Context: an optimization exercise on an open-source flow, tuned for small area and a short achievable clock period. The choices shown serve that exercise and are no tape-out recipe. No functional check of the RTL was part of this run. Power figures rest on the tool's default switching activity, not on a simulated workload.

--- design/flow/constraint.sdc ---
create_clock -name core_clock -period 3.0 [get_ports {clk}]
set_input_delay 0.6000 -clock core_clock [delete_from_list [all_inputs] [get_ports {clk}]]
set_output_delay 0.6000 -clock core_clock [all_outputs]
set_load 0.01 [all_outputs]
--- design/flow/design.v ---
module bitonic_comp (A, B, lt);
input [7:0] A;
input [7:0] B;
output lt;
wire [7:0] g1 = A & ~B;
wire [7:0] p1 = A | ~B;
wire [3:0] g2, p2;
wire [1:0] g3, p3;
genvar i;
generate for (i = 0; i < 4; i = i + 1) begin : t2
	assign g2[i] = g1[2*i+1] | (p1[2*i+1] & g1[2*i]);
	assign p2[i] = g1[2*i+1] | (p1[2*i+1] & p1[2*i]);
end
for (i = 0; i < 2; i = i + 1) begin : t3
	assign g3[i] = g2[2*i+1] | (p2[2*i+1] & g2[2*i]);
	assign p3[i] = g2[2*i+1] | (p2[2*i+1] & p2[2*i]);
end endgenerate
assign lt = g3[1] | (p3[1] & g3[0]);
endmodule
module bitonic_top #(parameter NUM_INPUT = 16, DATA_WIDTH = 8)
(clk, reset, data_in, valid, done, data_out);
input clk;
input reset;
input [127:0] data_in;
input valid;
output done;
output [127:0] data_out;
reg [7:0] r0_0, r0_1, r0_2, r0_3, r0_4, r0_5, r0_6, r0_7, r0_8, r0_9, r0_10, r0_11, r0_12, r0_13, r0_14, r0_15;
always @(posedge clk) begin
	r0_0 <= data_in[7:0];
	r0_1 <= data_in[15:8];
	r0_2 <= data_in[23:16];
	r0_3 <= data_in[31:24];
	r0_4 <= data_in[39:32];
	r0_5 <= data_in[47:40];
	r0_6 <= data_in[55:48];
	r0_7 <= data_in[63:56];
	r0_8 <= data_in[71:64];
	r0_9 <= data_in[79:72];
	r0_10 <= data_in[87:80];
	r0_11 <= data_in[95:88];
	r0_12 <= data_in[103:96];
	r0_13 <= data_in[111:104];
	r0_14 <= data_in[119:112];
	r0_15 <= data_in[127:120];
end
wire c1_0_13;
bitonic_comp u1_0_13 (.A(r0_0), .B(r0_13), .lt(c1_0_13));
wire [7:0] w1_0 = c1_0_13 ? r0_13 : r0_0;
wire [7:0] w1_13 = c1_0_13 ? r0_0 : r0_13;
wire c1_1_12;
bitonic_comp u1_1_12 (.A(r0_1), .B(r0_12), .lt(c1_1_12));
wire [7:0] w1_1 = c1_1_12 ? r0_12 : r0_1;
wire [7:0] w1_12 = c1_1_12 ? r0_1 : r0_12;
wire c1_2_15;
bitonic_comp u1_2_15 (.A(r0_2), .B(r0_15), .lt(c1_2_15));
wire [7:0] w1_2 = c1_2_15 ? r0_15 : r0_2;
wire [7:0] w1_15 = c1_2_15 ? r0_2 : r0_15;
wire c1_3_14;
bitonic_comp u1_3_14 (.A(r0_3), .B(r0_14), .lt(c1_3_14));
wire [7:0] w1_3 = c1_3_14 ? r0_14 : r0_3;
wire [7:0] w1_14 = c1_3_14 ? r0_3 : r0_14;
wire c1_4_8;
bitonic_comp u1_4_8 (.A(r0_4), .B(r0_8), .lt(c1_4_8));
wire [7:0] w1_4 = c1_4_8 ? r0_8 : r0_4;
wire [7:0] w1_8 = c1_4_8 ? r0_4 : r0_8;
wire c1_5_6;
bitonic_comp u1_5_6 (.A(r0_5), .B(r0_6), .lt(c1_5_6));
wire [7:0] w1_5 = c1_5_6 ? r0_6 : r0_5;
wire [7:0] w1_6 = c1_5_6 ? r0_5 : r0_6;
wire c1_7_11;
bitonic_comp u1_7_11 (.A(r0_7), .B(r0_11), .lt(c1_7_11));
wire [7:0] w1_7 = c1_7_11 ? r0_11 : r0_7;
wire [7:0] w1_11 = c1_7_11 ? r0_7 : r0_11;
wire c1_9_10;
bitonic_comp u1_9_10 (.A(r0_9), .B(r0_10), .lt(c1_9_10));
wire [7:0] w1_9 = c1_9_10 ? r0_10 : r0_9;
wire [7:0] w1_10 = c1_9_10 ? r0_9 : r0_10;
wire c2_0_5;
bitonic_comp u2_0_5 (.A(w1_0), .B(w1_5), .lt(c2_0_5));
wire [7:0] w2_0 = c2_0_5 ? w1_5 : w1_0;
wire [7:0] w2_5 = c2_0_5 ? w1_0 : w1_5;
wire c2_1_7;
bitonic_comp u2_1_7 (.A(w1_1), .B(w1_7), .lt(c2_1_7));
wire [7:0] w2_1 = c2_1_7 ? w1_7 : w1_1;
wire [7:0] w2_7 = c2_1_7 ? w1_1 : w1_7;
wire c2_2_9;
bitonic_comp u2_2_9 (.A(w1_2), .B(w1_9), .lt(c2_2_9));
wire [7:0] w2_2 = c2_2_9 ? w1_9 : w1_2;
wire [7:0] w2_9 = c2_2_9 ? w1_2 : w1_9;
wire c2_3_4;
bitonic_comp u2_3_4 (.A(w1_3), .B(w1_4), .lt(c2_3_4));
wire [7:0] w2_3 = c2_3_4 ? w1_4 : w1_3;
wire [7:0] w2_4 = c2_3_4 ? w1_3 : w1_4;
wire c2_6_13;
bitonic_comp u2_6_13 (.A(w1_6), .B(w1_13), .lt(c2_6_13));
wire [7:0] w2_6 = c2_6_13 ? w1_13 : w1_6;
wire [7:0] w2_13 = c2_6_13 ? w1_6 : w1_13;
wire c2_8_14;
bitonic_comp u2_8_14 (.A(w1_8), .B(w1_14), .lt(c2_8_14));
wire [7:0] w2_8 = c2_8_14 ? w1_14 : w1_8;
wire [7:0] w2_14 = c2_8_14 ? w1_8 : w1_14;
wire c2_10_15;
bitonic_comp u2_10_15 (.A(w1_10), .B(w1_15), .lt(c2_10_15));
wire [7:0] w2_10 = c2_10_15 ? w1_15 : w1_10;
wire [7:0] w2_15 = c2_10_15 ? w1_10 : w1_15;
wire c2_11_12;
bitonic_comp u2_11_12 (.A(w1_11), .B(w1_12), .lt(c2_11_12));
wire [7:0] w2_11 = c2_11_12 ? w1_12 : w1_11;
wire [7:0] w2_12 = c2_11_12 ? w1_11 : w1_12;
reg [7:0] r2_0, r2_1, r2_2, r2_3, r2_4, r2_5, r2_6, r2_7, r2_8, r2_9, r2_10, r2_11, r2_12, r2_13, r2_14, r2_15;
always @(posedge clk) begin
	r2_0 <= w2_0;
	r2_1 <= w2_1;
	r2_2 <= w2_2;
	r2_3 <= w2_3;
	r2_4 <= w2_4;
	r2_5 <= w2_5;
	r2_6 <= w2_6;
	r2_7 <= w2_7;
	r2_8 <= w2_8;
	r2_9 <= w2_9;
	r2_10 <= w2_10;
	r2_11 <= w2_11;
	r2_12 <= w2_12;
	r2_13 <= w2_13;
	r2_14 <= w2_14;
	r2_15 <= w2_15;
end
wire c3_0_1;
bitonic_comp u3_0_1 (.A(r2_0), .B(r2_1), .lt(c3_0_1));
wire [7:0] w3_0 = c3_0_1 ? r2_1 : r2_0;
wire [7:0] w3_1 = c3_0_1 ? r2_0 : r2_1;
wire c3_2_3;
bitonic_comp u3_2_3 (.A(r2_2), .B(r2_3), .lt(c3_2_3));
wire [7:0] w3_2 = c3_2_3 ? r2_3 : r2_2;
wire [7:0] w3_3 = c3_2_3 ? r2_2 : r2_3;
wire c3_4_5;
bitonic_comp u3_4_5 (.A(r2_4), .B(r2_5), .lt(c3_4_5));
wire [7:0] w3_4 = c3_4_5 ? r2_5 : r2_4;
wire [7:0] w3_5 = c3_4_5 ? r2_4 : r2_5;
wire c3_6_8;
bitonic_comp u3_6_8 (.A(r2_6), .B(r2_8), .lt(c3_6_8));
wire [7:0] w3_6 = c3_6_8 ? r2_8 : r2_6;
wire [7:0] w3_8 = c3_6_8 ? r2_6 : r2_8;
wire c3_7_9;
bitonic_comp u3_7_9 (.A(r2_7), .B(r2_9), .lt(c3_7_9));
wire [7:0] w3_7 = c3_7_9 ? r2_9 : r2_7;
wire [7:0] w3_9 = c3_7_9 ? r2_7 : r2_9;
wire c3_10_11;
bitonic_comp u3_10_11 (.A(r2_10), .B(r2_11), .lt(c3_10_11));
wire [7:0] w3_10 = c3_10_11 ? r2_11 : r2_10;
wire [7:0] w3_11 = c3_10_11 ? r2_10 : r2_11;
wire c3_12_13;
bitonic_comp u3_12_13 (.A(r2_12), .B(r2_13), .lt(c3_12_13));
wire [7:0] w3_12 = c3_12_13 ? r2_13 : r2_12;
wire [7:0] w3_13 = c3_12_13 ? r2_12 : r2_13;
wire c3_14_15;
bitonic_comp u3_14_15 (.A(r2_14), .B(r2_15), .lt(c3_14_15));
wire [7:0] w3_14 = c3_14_15 ? r2_15 : r2_14;
wire [7:0] w3_15 = c3_14_15 ? r2_14 : r2_15;
wire c4_0_2;
bitonic_comp u4_0_2 (.A(w3_0), .B(w3_2), .lt(c4_0_2));
wire [7:0] w4_0 = c4_0_2 ? w3_2 : w3_0;
wire [7:0] w4_2 = c4_0_2 ? w3_0 : w3_2;
wire c4_1_3;
bitonic_comp u4_1_3 (.A(w3_1), .B(w3_3), .lt(c4_1_3));
wire [7:0] w4_1 = c4_1_3 ? w3_3 : w3_1;
wire [7:0] w4_3 = c4_1_3 ? w3_1 : w3_3;
wire c4_4_10;
bitonic_comp u4_4_10 (.A(w3_4), .B(w3_10), .lt(c4_4_10));
wire [7:0] w4_4 = c4_4_10 ? w3_10 : w3_4;
wire [7:0] w4_10 = c4_4_10 ? w3_4 : w3_10;
wire c4_5_11;
bitonic_comp u4_5_11 (.A(w3_5), .B(w3_11), .lt(c4_5_11));
wire [7:0] w4_5 = c4_5_11 ? w3_11 : w3_5;
wire [7:0] w4_11 = c4_5_11 ? w3_5 : w3_11;
wire c4_6_7;
bitonic_comp u4_6_7 (.A(w3_6), .B(w3_7), .lt(c4_6_7));
wire [7:0] w4_6 = c4_6_7 ? w3_7 : w3_6;
wire [7:0] w4_7 = c4_6_7 ? w3_6 : w3_7;
wire c4_8_9;
bitonic_comp u4_8_9 (.A(w3_8), .B(w3_9), .lt(c4_8_9));
wire [7:0] w4_8 = c4_8_9 ? w3_9 : w3_8;
wire [7:0] w4_9 = c4_8_9 ? w3_8 : w3_9;
wire c4_12_14;
bitonic_comp u4_12_14 (.A(w3_12), .B(w3_14), .lt(c4_12_14));
wire [7:0] w4_12 = c4_12_14 ? w3_14 : w3_12;
wire [7:0] w4_14 = c4_12_14 ? w3_12 : w3_14;
wire c4_13_15;
bitonic_comp u4_13_15 (.A(w3_13), .B(w3_15), .lt(c4_13_15));
wire [7:0] w4_13 = c4_13_15 ? w3_15 : w3_13;
wire [7:0] w4_15 = c4_13_15 ? w3_13 : w3_15;
reg [7:0] r4_0, r4_1, r4_2, r4_3, r4_4, r4_5, r4_6, r4_7, r4_8, r4_9, r4_10, r4_11, r4_12, r4_13, r4_14, r4_15;
always @(posedge clk) begin
	r4_0 <= w4_0;
	r4_1 <= w4_1;
	r4_2 <= w4_2;
	r4_3 <= w4_3;
	r4_4 <= w4_4;
	r4_5 <= w4_5;
	r4_6 <= w4_6;
	r4_7 <= w4_7;
	r4_8 <= w4_8;
	r4_9 <= w4_9;
	r4_10 <= w4_10;
	r4_11 <= w4_11;
	r4_12 <= w4_12;
	r4_13 <= w4_13;
	r4_14 <= w4_14;
	r4_15 <= w4_15;
end
wire c5_1_2;
bitonic_comp u5_1_2 (.A(r4_1), .B(r4_2), .lt(c5_1_2));
wire [7:0] w5_1 = c5_1_2 ? r4_2 : r4_1;
wire [7:0] w5_2 = c5_1_2 ? r4_1 : r4_2;
wire c5_3_12;
bitonic_comp u5_3_12 (.A(r4_3), .B(r4_12), .lt(c5_3_12));
wire [7:0] w5_3 = c5_3_12 ? r4_12 : r4_3;
wire [7:0] w5_12 = c5_3_12 ? r4_3 : r4_12;
wire c5_4_6;
bitonic_comp u5_4_6 (.A(r4_4), .B(r4_6), .lt(c5_4_6));
wire [7:0] w5_4 = c5_4_6 ? r4_6 : r4_4;
wire [7:0] w5_6 = c5_4_6 ? r4_4 : r4_6;
wire c5_5_7;
bitonic_comp u5_5_7 (.A(r4_5), .B(r4_7), .lt(c5_5_7));
wire [7:0] w5_5 = c5_5_7 ? r4_7 : r4_5;
wire [7:0] w5_7 = c5_5_7 ? r4_5 : r4_7;
wire c5_8_10;
bitonic_comp u5_8_10 (.A(r4_8), .B(r4_10), .lt(c5_8_10));
wire [7:0] w5_8 = c5_8_10 ? r4_10 : r4_8;
wire [7:0] w5_10 = c5_8_10 ? r4_8 : r4_10;
wire c5_9_11;
bitonic_comp u5_9_11 (.A(r4_9), .B(r4_11), .lt(c5_9_11));
wire [7:0] w5_9 = c5_9_11 ? r4_11 : r4_9;
wire [7:0] w5_11 = c5_9_11 ? r4_9 : r4_11;
wire c5_13_14;
bitonic_comp u5_13_14 (.A(r4_13), .B(r4_14), .lt(c5_13_14));
wire [7:0] w5_13 = c5_13_14 ? r4_14 : r4_13;
wire [7:0] w5_14 = c5_13_14 ? r4_13 : r4_14;
wire c6_1_4;
bitonic_comp u6_1_4 (.A(w5_1), .B(w5_4), .lt(c6_1_4));
wire [7:0] w6_1 = c6_1_4 ? w5_4 : w5_1;
wire [7:0] w6_4 = c6_1_4 ? w5_1 : w5_4;
wire c6_2_6;
bitonic_comp u6_2_6 (.A(w5_2), .B(w5_6), .lt(c6_2_6));
wire [7:0] w6_2 = c6_2_6 ? w5_6 : w5_2;
wire [7:0] w6_6 = c6_2_6 ? w5_2 : w5_6;
wire c6_5_8;
bitonic_comp u6_5_8 (.A(w5_5), .B(w5_8), .lt(c6_5_8));
wire [7:0] w6_5 = c6_5_8 ? w5_8 : w5_5;
wire [7:0] w6_8 = c6_5_8 ? w5_5 : w5_8;
wire c6_7_10;
bitonic_comp u6_7_10 (.A(w5_7), .B(w5_10), .lt(c6_7_10));
wire [7:0] w6_7 = c6_7_10 ? w5_10 : w5_7;
wire [7:0] w6_10 = c6_7_10 ? w5_7 : w5_10;
wire c6_9_13;
bitonic_comp u6_9_13 (.A(w5_9), .B(w5_13), .lt(c6_9_13));
wire [7:0] w6_9 = c6_9_13 ? w5_13 : w5_9;
wire [7:0] w6_13 = c6_9_13 ? w5_9 : w5_13;
wire c6_11_14;
bitonic_comp u6_11_14 (.A(w5_11), .B(w5_14), .lt(c6_11_14));
wire [7:0] w6_11 = c6_11_14 ? w5_14 : w5_11;
wire [7:0] w6_14 = c6_11_14 ? w5_11 : w5_14;
reg [7:0] r6_0, r6_1, r6_2, r6_3, r6_4, r6_5, r6_6, r6_7, r6_8, r6_9, r6_10, r6_11, r6_12, r6_13, r6_14, r6_15;
always @(posedge clk) begin
	r6_0 <= r4_0;
	r6_1 <= w6_1;
	r6_2 <= w6_2;
	r6_3 <= w5_3;
	r6_4 <= w6_4;
	r6_5 <= w6_5;
	r6_6 <= w6_6;
	r6_7 <= w6_7;
	r6_8 <= w6_8;
	r6_9 <= w6_9;
	r6_10 <= w6_10;
	r6_11 <= w6_11;
	r6_12 <= w5_12;
	r6_13 <= w6_13;
	r6_14 <= w6_14;
	r6_15 <= r4_15;
end
wire c7_2_4;
bitonic_comp u7_2_4 (.A(r6_2), .B(r6_4), .lt(c7_2_4));
wire [7:0] w7_2 = c7_2_4 ? r6_4 : r6_2;
wire [7:0] w7_4 = c7_2_4 ? r6_2 : r6_4;
wire c7_3_6;
bitonic_comp u7_3_6 (.A(r6_3), .B(r6_6), .lt(c7_3_6));
wire [7:0] w7_3 = c7_3_6 ? r6_6 : r6_3;
wire [7:0] w7_6 = c7_3_6 ? r6_3 : r6_6;
wire c7_9_12;
bitonic_comp u7_9_12 (.A(r6_9), .B(r6_12), .lt(c7_9_12));
wire [7:0] w7_9 = c7_9_12 ? r6_12 : r6_9;
wire [7:0] w7_12 = c7_9_12 ? r6_9 : r6_12;
wire c7_11_13;
bitonic_comp u7_11_13 (.A(r6_11), .B(r6_13), .lt(c7_11_13));
wire [7:0] w7_11 = c7_11_13 ? r6_13 : r6_11;
wire [7:0] w7_13 = c7_11_13 ? r6_11 : r6_13;
wire c8_3_5;
bitonic_comp u8_3_5 (.A(w7_3), .B(r6_5), .lt(c8_3_5));
wire [7:0] w8_3 = c8_3_5 ? r6_5 : w7_3;
wire [7:0] w8_5 = c8_3_5 ? w7_3 : r6_5;
wire c8_6_8;
bitonic_comp u8_6_8 (.A(w7_6), .B(r6_8), .lt(c8_6_8));
wire [7:0] w8_6 = c8_6_8 ? r6_8 : w7_6;
wire [7:0] w8_8 = c8_6_8 ? w7_6 : r6_8;
wire c8_7_9;
bitonic_comp u8_7_9 (.A(r6_7), .B(w7_9), .lt(c8_7_9));
wire [7:0] w8_7 = c8_7_9 ? w7_9 : r6_7;
wire [7:0] w8_9 = c8_7_9 ? r6_7 : w7_9;
wire c8_10_12;
bitonic_comp u8_10_12 (.A(r6_10), .B(w7_12), .lt(c8_10_12));
wire [7:0] w8_10 = c8_10_12 ? w7_12 : r6_10;
wire [7:0] w8_12 = c8_10_12 ? r6_10 : w7_12;
reg [7:0] r8_0, r8_1, r8_2, r8_3, r8_4, r8_5, r8_6, r8_7, r8_8, r8_9, r8_10, r8_11, r8_12, r8_13, r8_14, r8_15;
always @(posedge clk) begin
	r8_0 <= r6_0;
	r8_1 <= r6_1;
	r8_2 <= w7_2;
	r8_3 <= w8_3;
	r8_4 <= w7_4;
	r8_5 <= w8_5;
	r8_6 <= w8_6;
	r8_7 <= w8_7;
	r8_8 <= w8_8;
	r8_9 <= w8_9;
	r8_10 <= w8_10;
	r8_11 <= w7_11;
	r8_12 <= w8_12;
	r8_13 <= w7_13;
	r8_14 <= r6_14;
	r8_15 <= r6_15;
end
wire c9_3_4;
bitonic_comp u9_3_4 (.A(r8_3), .B(r8_4), .lt(c9_3_4));
wire [7:0] w9_3 = c9_3_4 ? r8_4 : r8_3;
wire [7:0] w9_4 = c9_3_4 ? r8_3 : r8_4;
wire c9_5_6;
bitonic_comp u9_5_6 (.A(r8_5), .B(r8_6), .lt(c9_5_6));
wire [7:0] w9_5 = c9_5_6 ? r8_6 : r8_5;
wire [7:0] w9_6 = c9_5_6 ? r8_5 : r8_6;
wire c9_7_8;
bitonic_comp u9_7_8 (.A(r8_7), .B(r8_8), .lt(c9_7_8));
wire [7:0] w9_7 = c9_7_8 ? r8_8 : r8_7;
wire [7:0] w9_8 = c9_7_8 ? r8_7 : r8_8;
wire c9_9_10;
bitonic_comp u9_9_10 (.A(r8_9), .B(r8_10), .lt(c9_9_10));
wire [7:0] w9_9 = c9_9_10 ? r8_10 : r8_9;
wire [7:0] w9_10 = c9_9_10 ? r8_9 : r8_10;
wire c9_11_12;
bitonic_comp u9_11_12 (.A(r8_11), .B(r8_12), .lt(c9_11_12));
wire [7:0] w9_11 = c9_11_12 ? r8_12 : r8_11;
wire [7:0] w9_12 = c9_11_12 ? r8_11 : r8_12;
wire c10_6_7;
bitonic_comp u10_6_7 (.A(w9_6), .B(w9_7), .lt(c10_6_7));
wire [7:0] w10_6 = c10_6_7 ? w9_7 : w9_6;
wire [7:0] w10_7 = c10_6_7 ? w9_6 : w9_7;
wire c10_8_9;
bitonic_comp u10_8_9 (.A(w9_8), .B(w9_9), .lt(c10_8_9));
wire [7:0] w10_8 = c10_8_9 ? w9_9 : w9_8;
wire [7:0] w10_9 = c10_8_9 ? w9_8 : w9_9;
reg [7:0] r10_0, r10_1, r10_2, r10_3, r10_4, r10_5, r10_6, r10_7, r10_8, r10_9, r10_10, r10_11, r10_12, r10_13, r10_14, r10_15;
always @(posedge clk) begin
	r10_0 <= r8_0;
	r10_1 <= r8_1;
	r10_2 <= r8_2;
	r10_3 <= w9_3;
	r10_4 <= w9_4;
	r10_5 <= w9_5;
	r10_6 <= w10_6;
	r10_7 <= w10_7;
	r10_8 <= w10_8;
	r10_9 <= w10_9;
	r10_10 <= w9_10;
	r10_11 <= w9_11;
	r10_12 <= w9_12;
	r10_13 <= r8_13;
	r10_14 <= r8_14;
	r10_15 <= r8_15;
end
reg [5:0] vpipe;
always @(posedge clk) begin
	if (reset) vpipe <= 0;
	else vpipe <= {vpipe[4:0], valid};
end
assign done = vpipe[5];
assign data_out = {r10_15, r10_14, r10_13, r10_12, r10_11, r10_10, r10_9, r10_8, r10_7, r10_6, r10_5, r10_4, r10_3, r10_2, r10_1, r10_0};
endmodule
--- design/flow/config.mk ---
export PLATFORM = sky130hd
export DESIGN_NAME = bitonic_top
export DESIGN_NICKNAME = bitonic_top
export VERILOG_FILES = /design/flow/design.v
export SDC_FILE = /design/flow/constraint.sdc
export NUM_CORES = 4
export LEC_CHECK = 0
export CAP_MARGIN = 20
export CORE_MARGIN = 2
export CORE_UTILIZATION = 40
export SLEW_MARGIN = 20
--- design/flow/run.sh ---
#!/bin/bash
# synth_recipe.tcl (not shown) runs the flow's synth.tcl, then flattens the netlist and writes it again
# the make line also repeats each setting of config.mk as NAME=value (left out here)
make -C /OpenROAD-flow-scripts/flow DESIGN_CONFIG=/design/flow/config.mk WORK_HOME=/design/flow/orfs CLKGATE_MAP_FILE= SYNTH_SCRIPT=/design/flow/synth_recipe.tcl finish
==> results.json <==
{
  "htreeDepth": 3,
  "syn_area_per_cell_sq_um": 9.39,
  "p_leak_uw": 0.0259,
  "netlist_area_sq_mm": 0.0363,
  "synth_area_leaders": "dfxtp_1 (43%), mux2i_1 (12%), mux2_2 (4.7%)",
  "ys_seq_elements": 774,
  "root_buffer": "clkbuf_16",
  "ys.flop_type": "dfxtp_1",
  "grt_pass1_wl_um": 178000,
  "port_buffers": 259,
  "grt_usage_pct": 23.8,
  "io_pins": 260,
  "crit_type": "reg2reg",
  "dr_wl_met3_um": 4240,
  "yosys.area.top_type": "dfxtp_1",
  "path_max_fanout": 5,
  "routed_via_density": 5.21,
  "grt_pass1_vias": 33739,
  "start_util_pct": 40.3,
  "crit_path_start_kind": "flop",
  "dr_wl_met2_um": 60000,
  "routed-via-count": 34700,
  "gr-total-overflow": 0,
  "wirelength_um": 119000,
  "so.violations": "negative setup slack",
  "grt_max_degree": 17,
  "syn_nets": 3993,
  "die-area_sq_mm": 0.0931,
  "drv_slew": 0,
  "remaining_drc_errors": 0,
  "ant_nets": 0,
  "final_nets": 5555,
  "syn_to_final_growth_pct": 63.6,
  "synth_edf_count": 0,
  "layout_setup_ws_ns": -0.424,
  "worstPathRequired_ns": 3.54,
  "pre_cts_ws_ns": -0.607,
  "max-clock-path-buffers": 3,
  "netlist_instances": 3862,
  "pwr-share-comb_pct": 68.3,
  "p_clk_share_pct": 12.4,
  "wl_per_cell_um": 17.8,
  "worst_slew_pin_slew_ns": 0.901,
  "slew_headroom_pct": 39.3,
  "die_w_um": 305,
  "fin_skew_ns": 0.0280,
  "clock_sink_count": 774,
  "antenna_found_initial": 3,
  "hpwl_um": 86600,
  "numCtsBuffers": 84,
  "fin_crit_sh_pct": 114,
  "finalCriticalPeriod_ns": 3.42,
  "die_y_um": 305,
  "clk_latency_ns": 0.66,
  "synth.distinct_cells": 90,
  "cts_tree": "built",
  "p_per_area_mw_per_mm2": 1540,
  "drt-met1-wl_um": 50100,
  "hold_path_depth": 0,
  "drt_iter0_drc": 1738,
  "power_uw": 91200,
  "gp_congestion": 0.926,
  "synth.top_cell.area_share_pct": 42.7,
  "synth_common_cells": "dfxtp_1 (774), mux2i_1 (450), a21oi_1 (266), nand2_1 (247), nor2_1 (247)",
  "cp_data_arrival_time_ns": 3.97,
  "rsz0062_at_grt": "true",
  "core-area_sq_mm": 0.0900,
  "setup_viol": 301,
  "ir_worst_vdd_mv": 0.839,
  "async_reset_ff_share_pct": 0,
  "dr.pass1.iters": 6,
  "p_seq_share_pct": 19.3,
  "worst-r2r-cell-count": 11,
  "max_freq_ghz": 0.292,
  "whs_ns": 0.318,
  "clk_pin_slew_ns": 0.06,
  "finalHoldViolCount": 0,
  "internal_power_uw": 55800,
  "rows": 110,
  "p_sw_uw": 35400,
  "hold_class": "reg2reg",
  "top_layer_used": "met5",
  "swShare_pct": 38.8,
  "outcome": "failed layout checks",
  "drv_cap": 0,
  "final_util_pct": 65.9,
  "layout-drive-gt1-share_pct": 46.7,
  "ys_warn_count": 1,
  "end_kind": "flop",
  "yosys.cell_count.top_type": "dfxtp_1",
  "seq_area_frac_synth_pct": 42.7
}
[worst max-delay path, cell delays in order (launching register included)]
cell and delay [ns]:
dfxtp_2 0.31, nand2b_4 0.12, maj3_2 0.31, maj3_2 0.34, o211a_4 0.26, mux2_4 0.31
a2111oi_4 0.36, o2bb2a_4 0.18, o22ai_2 0.07, maj3_2 0.34, maj3_2 0.40, mux2_4 0.31
[metal layers]
metal  vias to the layer above  global-route usage, %
met5                         -                      0
li1                      17153                      -
met1                     16518                   28.7
met2                       782                   43.0
met3                       243                   3.12
met4                         4                   8.94
[cells in the final DEF, fill, tap and decap left out, types with 26 or more instances in the layout]
cell type        instances
maj3_1                  43
a21o_1                  50
mux2_2                  98
mux2i_2                 86
nor2_1                 219
buf_6                  168
dfxtp_2                 82
o21ai_2                 38
o211ai_1                29
mux2_4                  75
and2_1                  28
nand2_1                218
o22ai_1                 33
clkbuf_16               92
o21ai_1                 38
o21ai_0                125
maj3_2                 125
o21a_1                  26
a21oi_2                 70
mux2i_4                 91
a31oi_1                 28
dfxtp_1                680
inv_1                  219
buf_4                 1098
nand2b_4                29
nand2b_1                85
a21oi_1                181
nor3_1                  51
nand3_1                 49
nor2b_4                 28
nor2b_1                104
mux2i_1                273
clkdlybuf4s50_1        259
[worst paths after layout]
check | startpoint | end | slack (ns)
worst max-delay path | r6_12[4] | r8_9[4] | -0.42
worst min-delay path | r8_14[0] | r10_14[0] | 0.32
worst max register to register | r6_12[4] | r8_9[4] | -0.42
worst min register to register | r8_14[0] | r10_14[0] | 0.32
[power groups by stage]
stage / sequential (uW) / clock [uW] / combinational [uW]
floorplan: 17200 / 0 / 27600
global placement: 17400 / 0 / 45800
detailed placement: 17500 / 0 / 46300
CTS: 17400 / 11600 / 54500
global route: 18000 / 12000 / 66300
finish: 17600 / 11400 / 62300
[cells by family after synthesis]
| kind of cell | synth area share (%) |
|---|---|
| AOI/OAI and AO/OA | 18.2 |
| and+or+nand+nor | 13.0 |
| DFF | 42.7 |
| muxes | 17.8 |
| buffers and inverters | 3.81 |
| adders and majority gates | 4.47 |
[metrics by stage]
step	TNS [ns]	cell area, sq um	instances
final	-47.02	59300	6666
after global routing	-85.98	59300	6665
after CTS	-38.85	56100	6586
after detailed placement	-89.97	49000	6256
after global placement	-82.83	49000	6256
after floorplan	-11.78	37600	3862
[repair_timing]
item | 4_1_cts | 5_1_grt
gates resized for setup | 635 | 620
hold buffers | 0 | 0
endpoints found under the setup margin | 431 | 444
buffers inserted | 176 | 108
pin swaps | 239 | 296
cloned | 36 | 7
[layout make-up]
cell class / count / area, sq um
fill: 7125 / 30700
multi-input combinational: 2773 / 24900
sequential: 774 / 15600
timing repair buffer: 1559 / 13400
clock buffer: 105 / 2380
tap: 1176 / 1470
inverter: 232 / 876
clock inverter: 46 / 699
antenna: 1 / 2.50

-- afterwards: timing with drivers on the ports --
How much do the figures lean on ideal ports? The routed layout below was timed once more, with nothing changed but the port constraints.
Step 1 assumes that a clkbuf_16 drives the clock port and a buf_2 every other input.
Step 2 times the ports against the registers' clock, not the clock port: input delays grow and output delays shrink by t, the midpoint of the rising clock arrivals with the driver on.
Slacks: ideal / step 1 / step 2; pairs: ideal / step 1.
t (ns): 0.726
setup slack, ns: -0.424 / -0.424 / -0.424
worst setup path at the end: register to register
The setup slack of this run moves by 0.000 ns with the drivers and by 0.000 ns with both steps.
